From an optimization exercise on the open Yosys and OpenROAD flow, aimed at small area; shortcuts taken in it are not production practice. The RTL was checked by simulation tests, not by an equivalence proof against the original design.

Setup of the baseline:
Design Project10_Pong_Top, start of the top module:
module Project10_Pong_Top
  (input  i_Clk,
   input  i_Rst,
   input  i_Switch_1,
   input  i_Switch_2,
   input  i_Switch_3,
   input  i_Switch_4,
   output o_VGA_HSync,
   output o_VGA_VSync,
   output o_VGA_Red_0,
   output o_VGA_Red_1,
   output o_VGA_Red_2,
   output o_VGA_Grn_0,
   output o_VGA_Grn_1,
   output o_VGA_Grn_2,
   output o_VGA_Blu_0,
   output o_VGA_Blu_1,
   output o_VGA_Blu_2);
  reg r_Rst_D;
  always @(posedge i_Clk) r_Rst_D <= i_Rst;
  reg [9:0] r_Col, r_Row;
  wire w_Clr_Cnt = i_Rst | r_Rst_D;
  wire w_Col_Wrap = r_Col[9] & r_Col[8] & (&r_Col[4:0]);    
  wire w_Row_Wrap = r_Row[9] & r_Row[3] & r_Row[2];                    
  always @(posedge i_Clk) begin
    if (w_Clr_Cnt || w_Col_Wrap) r_Col <= 0;
    else r_Col <= r_Col + 1'b1;
    if (w_Clr_Cnt || (w_Col_Wrap && w_Row_Wrap)) r_Row <= 0;
    else if (w_Col_Wrap) r_Row <= r_Row + 1'b1;
  end
  wire [5:0] w_Col_Div = r_Col[9:4];
  wire [5:0] w_Row_Div = r_Row[9:4];
  assign o_VGA_HSync = ~r_Rst_D & ~(r_Col >= 661 && r_Col <= 752);
  assign o_VGA_VSync = ~r_Rst_D &
    ~((r_Col >= 3 && (r_Row == 490 || r_Row == 491)) ||
      (r_Col <  3 && (r_Row == 491 || r_Row == 492)));
  localparam [8:0] DB_SEED = 9'd68;
  localparam [8:0] DB_MASK = 9'd443;
  localparam [8:0] DB_VAL  = 9'd273;
  wire [3:0] w_Sw_In = {i_Switch_4, i_Switch_3, i_Switch_2, i_Switch_1};
  reg  [3:0] r_Sw;
  genvar gi;
  generate for (gi = 0; gi < 4; gi = gi + 1) begin : g_db
    reg  [8:0] r_Cnt;
    wire w_At  = ((r_Cnt & DB_MASK) == DB_VAL);
    wire w_Adv = (w_Sw_In[gi] ^ r_Sw[gi]) & ~w_At & ~i_Rst;
    always @(posedge i_Clk) begin
      r_Cnt <= w_Adv ? {~r_Cnt[7:0], r_Cnt[3] ^ r_Cnt[8]} : DB_SEED;
      if (i_Rst)
  ...
clock: 10.0 ns
lec_check: 0
cap_margin: 20
core_margin: 2
core_utilization: 40
slew_margin: 20
cts_args: -sink_clustering_enable -repair_clock_nets -dont_use_dummy_load -buf_list sky130_fd_sc_hd__clkbuf_4 -root_buf sky130_fd_sc_hd__clkbuf_8
buffer_ports_args: -buffer_cell sky130_fd_sc_hd__buf_1
standard.sh (not shown) runs the stock make flow with config.mk's settings and CLKGATE_MAP_FILE= SYNTH_SCRIPT=/design/flow/synth_recipe.tcl, a recipe that flattens the netlist after the stock synthesis.
==> flow/flow/run.sh <==
#!/bin/bash
# Own layout flow: the standard ORFS flow (standard.sh) with three changes
# that only affect how the layout is built:
#  - synthesis maps logic with an area-oriented ABC script (flow/abc_area.script)
#    instead of ORFS's speed script; everything else in synthesis is unchanged
#    (same synth_recipe.tcl, same registers);
#  - clock tree synthesis uses small clock buffers and no dummy loads;
#  - port buffers are minimum-size buffers.
# Each tool's output goes to the ORFS logs under orfs/logs and to flow_make.log.
set -euo pipefail
W=$(pwd)
F=$W/flow

# Synthesis script: ORFS synth.tcl with the ABC call pointed at our script.
sed "s#log_cmd abc {\*}\$abc_args#log_cmd abc {*}[lreplace \$abc_args 1 1 $F/abc_area.script]#" \
  "$FLOW_HOME/scripts/synth.tcl" > "$W/own_synth.tcl"
grep -q "abc_area.script" "$W/own_synth.tcl"
sed "s#source \$::env(SCRIPTS_DIR)/synth.tcl#source $W/own_synth.tcl#" \
  "$W/synth_recipe.tcl" > "$W/own_synth_recipe.tcl"
grep -q "own_synth.tcl" "$W/own_synth_recipe.tcl"

cat >> "$W/config.mk" <<'EOT'
export CTS_ARGS = -sink_clustering_enable -repair_clock_nets -dont_use_dummy_load -buf_list sky130_fd_sc_hd__clkbuf_4 -root_buf sky130_fd_sc_hd__clkbuf_8
export BUFFER_PORTS_ARGS = -buffer_cell sky130_fd_sc_hd__buf_1
EOT

sed "s#$W/synth_recipe.tcl#$W/own_synth_recipe.tcl#g" "$W/standard.sh" > "$W/own_standard.sh"
grep -q "own_synth_recipe.tcl" "$W/own_standard.sh"
bash "$W/own_standard.sh" > "$W/flow_make.log" 2>&1
==> flow/flow/abc_area.script <==
strash
balance
rewrite
refactor
balance
rewrite
rewrite -z
balance
refactor -z
rewrite -z
balance
dch -f
amap
Edits applied to the flow inputs when going from the baseline to the candidate:
# the baseline
export LEC_CHECK = 0
export CAP_MARGIN = 20
export CORE_MARGIN = 2
export CORE_UTILIZATION = 40
export SLEW_MARGIN = 20
export CTS_ARGS = -sink_clustering_enable -repair_clock_nets -dont_use_dummy_load -buf_list sky130_fd_sc_hd__clkbuf_4 -root_buf sky130_fd_sc_hd__clkbuf_8
export BUFFER_PORTS_ARGS = -buffer_cell sky130_fd_sc_hd__buf_1
create_clock -name core_clock -period 10.0 [get_ports {i_Clk}]
# the candidate
export LEC_CHECK = 0
export CAP_MARGIN = 20
export CORE_MARGIN = 2
export CORE_UTILIZATION = 40
export SLEW_MARGIN = 20
create_clock -name core_clock -period 10.0 [get_ports {i_Clk}]
==> flow/run.sh (new file) <==
#!/bin/bash
# synth_recipe.tcl (not shown) runs the flow's synth.tcl, then flattens the netlist and writes it again
# the make line also repeats each setting of config.mk as NAME=value (left out here)
make -C /OpenROAD-flow-scripts/flow DESIGN_CONFIG=/design/flow/config.mk WORK_HOME=/design/flow/orfs CLKGATE_MAP_FILE= SYNTH_SCRIPT=/design/flow/synth_recipe.tcl finish
removed: flow/flow/run.sh
removed: flow/flow/abc_area.script
removed: flow/standard.sh
Results
The candidate was carried through to the last stage, and its layout satisfied the timing, design-rule and antenna checks.
A slowest stage cell on the critical path of nor4_1 is what the candidate shows, while dfxtp_1 belongs to the baseline.
The candidate: met2 track demand over resource is 0.63 points higher than what the baseline reported.
The candidate: critical path depth 3 below the baseline
The baseline ended up with compound AO/OA/AOI/OAI gates as its largest family of logic cells by synthesized area; the candidate ended up with simple AND/OR/NAND/NOR gates.
The candidate packs its core more tightly than the baseline.
Per the comparison of the candidate with the baseline, sum of routed wire length over all layers was more or less identical; clock transition time at the flip-flop clock pins of the worst setup and hold paths shrank by 0.06 ns.

[re-timing with driven ports]
The results above use ideal ports. As a check the final layouts listed here were re-extracted and re-timed, cells and wires unchanged. Step 1 sets driving cells, clkbuf_16 on the clock port and buf_2 on the other inputs (assumed; they add their load-dependent delay and slew). Step 2 also shifts input and output timing later by t, the mid clock arrival at the registers, as if the neighbouring blocks saw the same clock. a / b / c = ideal ports / drivers / drivers and shift; a / b = the first two.
| run | t (ns) | slack for setup (ns) | latest minus earliest clock arrival (ns) | worst data-port slew with drivers (ns) | cell pins on the clock port's net |
|---|---|---|---|---|---|
| the baseline | 0.455 | 5.586 / 5.549 / 6.004 | 0.043 / 0.042 | 0.03 | 1 |
| the candidate | 0.451 | 5.372 / 5.331 / 5.782 | 0.010 / 0.010 | 0.03 | 1 |
After both steps setup and hold are still met in every run listed.
